From an optimization exercise on the open Yosys and OpenROAD flow, aimed at small area, a short achievable clock period and few clock cycles; shortcuts taken in it are not production practice.
In this exercise RTL edits were held to simulation tests only and were not proved equivalent to the original.
No activity file was given, so power comes from the tool's default toggle rates.

==> lagoon: inputs <==
## RV32I_Multicycle
module RV32I_Multicycle(
    input logic clk, arst, en,
    input logic[31:0] data, instruction,
    output memWE, InstructionRead, DataRegEN,
    output[31:0] memAddr, memIn, pcOut
);
Settings: LEC_CHECK=0, CAP_MARGIN=20, CORE_MARGIN=2, CORE_UTILIZATION=40, CTS_CLUSTER_DIAMETER=80, CTS_CLUSTER_SIZE=30, PLACE_DENSITY=0.55, SETUP_SLACK_MARGIN=4.1, SLEW_MARGIN=20; clock period 8.0 ns.
run.sh (not shown) runs the stock make flow with config.mk's settings and CLKGATE_MAP_FILE= SYNTH_SCRIPT=/design/flow/synth_recipe.tcl, a recipe that flattens the netlist after the stock synthesis.
==> tundra (differences from lagoon) <==
--- a/flow/design.v
+++ b/flow/design.v
@@ -619,10 +619,14 @@
     assign immJ = {{11{instruction[31]}}, instruction[31], instruction[19:12], instruction[20], instruction[30:21], 1'b0};
     logic [31:2] pcB, pcU, pcJ;
     assign pcB = pcD + immB[31:2];
     assign pcU = {pcD[31:12] + immU[31:12], pcD[11:2]};
     assign pcJ = pcD + immJ[31:2];
+    logic [31:2] pcR;
+    logic jrFast;
+    assign pcR = B[31:2] + immI[31:2];
+    assign jrFast = isJALR & Ev & e_wr & s_b & (rdE == rs1);
     logic [31:0] rf1, rf2, wdata;
     logic [4:0] waddr;
     logic we;
     RegisterFile RV_Registerfile(
         .clk(clk),
@@ -698,17 +702,20 @@
     logic [31:2] tgtE;
     assign stall  = Mld & Dv;
     assign replay = Ev & e_ld & Dv & (rdE != 5'd0) & ((rdE == rs1) | (rdE == rs2));
     assign redirE = Ev & ((e_br & taken) | e_jalr);
     assign tgtE   = e_jalr ? sum[31:2] : B[31:2];
-    assign dJal   = Dv & isJAL & ~redirE & ~stall & ~replay;
+    assign dJal   = Dv & (isJAL | jrFast) & ~redirE & ~stall & ~replay;
     assign Dgo    = Dv & ~redirE & ~stall & ~replay;
     logic [31:2] pcSeq, pcNext;
     assign pcSeq  = replay ? pcD : stall ? pcF : pcF + 30'd1;
-    assign pcNext = dJal ? pcJ : redirE ? tgtE : pcSeq;
+    assign pcNext = dJal ? (isJAL ? pcJ : pcR) : redirE ? tgtE : pcSeq;
     assign we    = en & ((Ev & e_wr) | Wv);
-    assign wdata = Wv ? data : s_add ? sum : eOther;
+    logic wSum, wOth;
+    assign wSum = ~Wv & s_add;
+    assign wOth = ~Wv & ~s_add;
+    assign wdata = ({32{wSum}} & sum) | ({32{wOth}} & eOther) | ({32{Wv}} & data);
     assign waddr = Wv ? rdW : rdE;
     always_ff @(posedge clk or negedge arst) begin
         if (~arst) begin
             pcF <= '0;
             Dv <= 1'b0;
@@ -740,11 +747,11 @@
             rdE <= rd;
             e_wr <= (isLUI | isAUIPC | isJAL | isJALR | isOPI | isOP) & (rd != 5'd0);
             e_ld <= isLD;
             e_st <= isST;
             e_br <= isBR;
-            e_jalr <= isJALR;
+            e_jalr <= isJALR & ~jrFast;
             e_sub <= dSub;
             e_sra <= instruction[30] & f3[2];
             s_add <= (isOP | isOPI) & (f3 == 3'b000);
             s_sh <= (isOP | isOPI) & (f3 == 3'b001 | f3 == 3'b101);
             s_shl <= ~f3[2];
Settings changed: CORE_UTILIZATION 40 to 45, CTS_CLUSTER_DIAMETER 80 to 70, CTS_CLUSTER_SIZE 30 to 24, PLACE_DENSITY 0.55 to 0.6, SETUP_SLACK_MARGIN 4.1 to 4.2.
==> raven (differences from lagoon) <==
--- a/flow/design.v
+++ b/flow/design.v
@@ -619,10 +619,14 @@
     assign immJ = {{11{instruction[31]}}, instruction[31], instruction[19:12], instruction[20], instruction[30:21], 1'b0};
     logic [31:2] pcB, pcU, pcJ;
     assign pcB = pcD + immB[31:2];
     assign pcU = {pcD[31:12] + immU[31:12], pcD[11:2]};
     assign pcJ = pcD + immJ[31:2];
+    logic [31:2] pcR;
+    logic jrFast;
+    assign pcR = B[31:2] + immI[31:2];
+    assign jrFast = isJALR & Ev & e_wr & s_b & (rdE == rs1);
     logic [31:0] rf1, rf2, wdata;
     logic [4:0] waddr;
     logic we;
     RegisterFile RV_Registerfile(
         .clk(clk),
@@ -698,17 +702,20 @@
     logic [31:2] tgtE;
     assign stall  = Mld & Dv;
     assign replay = Ev & e_ld & Dv & (rdE != 5'd0) & ((rdE == rs1) | (rdE == rs2));
     assign redirE = Ev & ((e_br & taken) | e_jalr);
     assign tgtE   = e_jalr ? sum[31:2] : B[31:2];
-    assign dJal   = Dv & isJAL & ~redirE & ~stall & ~replay;
+    assign dJal   = Dv & (isJAL | jrFast) & ~redirE & ~stall & ~replay;
     assign Dgo    = Dv & ~redirE & ~stall & ~replay;
     logic [31:2] pcSeq, pcNext;
     assign pcSeq  = replay ? pcD : stall ? pcF : pcF + 30'd1;
-    assign pcNext = dJal ? pcJ : redirE ? tgtE : pcSeq;
+    assign pcNext = dJal ? (isJAL ? pcJ : pcR) : redirE ? tgtE : pcSeq;
     assign we    = en & ((Ev & e_wr) | Wv);
-    assign wdata = Wv ? data : s_add ? sum : eOther;
+    logic wSum, wOth;
+    assign wSum = ~Wv & s_add;
+    assign wOth = ~Wv & ~s_add;
+    assign wdata = ({32{wSum}} & sum) | ({32{wOth}} & eOther) | ({32{Wv}} & data);
     assign waddr = Wv ? rdW : rdE;
     always_ff @(posedge clk or negedge arst) begin
         if (~arst) begin
             pcF <= '0;
             Dv <= 1'b0;
@@ -740,11 +747,11 @@
             rdE <= rd;
             e_wr <= (isLUI | isAUIPC | isJAL | isJALR | isOPI | isOP) & (rd != 5'd0);
             e_ld <= isLD;
             e_st <= isST;
             e_br <= isBR;
-            e_jalr <= isJALR;
+            e_jalr <= isJALR & ~jrFast;
             e_sub <= dSub;
             e_sra <= instruction[30] & f3[2];
             s_add <= (isOP | isOPI) & (f3 == 3'b000);
             s_sh <= (isOP | isOPI) & (f3 == 3'b001 | f3 == 3'b101);
             s_shl <= ~f3[2];
Settings changed: CTS_CLUSTER_DIAMETER 80 to 70, CTS_CLUSTER_SIZE 30 to 24.
==> comparison <==
- In raven the worst setup slack is higher than in tundra, by 0.12 ns.
- The highest power belongs to tundra, the lowest to lagoon.
- Final area, lowest first: lagoon, raven, tundra.
- Via count, highest first: tundra, raven, lagoon.
- Against raven, the synthesized area of lagoon is lower by 2.2%.
- Sequential power is about the same in lagoon and raven.
- Utilization, lowest first: lagoon, raven, tundra.
- The lowest clock skew belongs to tundra, the highest to lagoon.
- Against raven, the worst hold slack of tundra is better by 0.022 ns.
- The lowest global-route usage belongs to lagoon, the highest to tundra.
==> figures <==
| quantity | lagoon | tundra | raven |
|---|---|---|---|
| Cell area after technology mapping | 0.0656 mm^2 | 0.0670 mm^2 | 0.0670 mm^2 |
| Count of different cell masters after synthesis | 92 | 86 | 86 |
| Sequential cell area fraction in the yosys report | 57.4% | 56.1% | 56.1% |
| Reg2Reg Launch Point | X[12] | A[3] | A[28] |
| Min-Delay Path Depth | 0 | 0 | 2 |
| Count of vias placed by the detailed router | 60.4k | 66.0k | 63.8k |
| Fraction of power consumed by sequential logic | 43.4% | 42.0% | 42.6% |
| Power in the clock group | 5.12 mW | 5.31 mW | 5.45 mW |
| Critical path startpoint | instruction[23] | instruction[22] | instruction[17] |
| Clkbuf count | 85 | 99 | 99 |
| Initial antenna violation count | 23 | 22 | 20 |
| NetSw | 7.26 mW | 7.43 mW | 7.34 mW |
| Hold Path Sink | rdW[0] | rdW[0] | Mld |
| Ratio of layout area to synthesized area | 1.234x | 1.284x | 1.246x |
| DIE WIDTH | 409 um | 390 um | 413 um |
| Xor/xnor share of the synthesized area | 2.35% | 2.64% | 2.64% |
| Floorplan row count | 148 | 141 | 150 |
| TritonCTS Buffers | 83 | 93 | 94 |
| Via count of the first global-routing pass | 55.7k | 59.5k | 57.3k |
| Final worst path period share | 50.5% | 53.1% | 51.7% |
| Run status | complete, no violations | complete, no violations | complete, no violations |
Testbench counts of lagoon, summed over its fixed seeds: cycles 15,793.
Testbench counts of tundra, summed over its fixed seeds: cycles 15,515.
Testbench counts of raven, summed over its fixed seeds: cycles 15,515.

-- what the ideal ports hide --
No port has a modelled driver above. Below, the same layouts with a new extraction and two added sets of constraints.
Step 1 (the two cells are an assumption about what drives the block):
set clk [get_ports {clk}]
set_driving_cell -lib_cell sky130_fd_sc_hd__clkbuf_16 $clk
set_driving_cell -lib_cell sky130_fd_sc_hd__buf_2 [delete_from_list [all_inputs] $clk]
Step 2 moves the port delays by t, midway between the first and last clock arrival at a register: inputs arrive t later, outputs are due t later. That takes back most of the time a late clock gives input paths.
a / b / c = ideal ports / drivers / drivers and shift; a / b = the first two.
| run | shift t [ns] | slack for setup (ns) | latest minus earliest clock arrival (ns) | worst register clock-pin slew, ns | cell pins on the clock port's net |
|---|---|---|---|---|---|
| lagoon | 0.816 | 3.957 / 3.782 / 3.112 | 0.116 / 0.116 | 0.12 / 0.12 | 1 |
| tundra | 0.853 | 3.751 / 3.713 / 2.927 | 0.063 / 0.063 | 0.10 / 0.10 | 1 |
| raven | 0.842 | 3.867 / 3.776 / 3.083 | 0.092 / 0.092 | 0.10 / 0.10 | 1 |
After both steps setup and hold are still met in every run listed. The setup slack of lagoon, which loses most, moves by -0.175 ns with the drivers and by -0.845 ns with both steps.
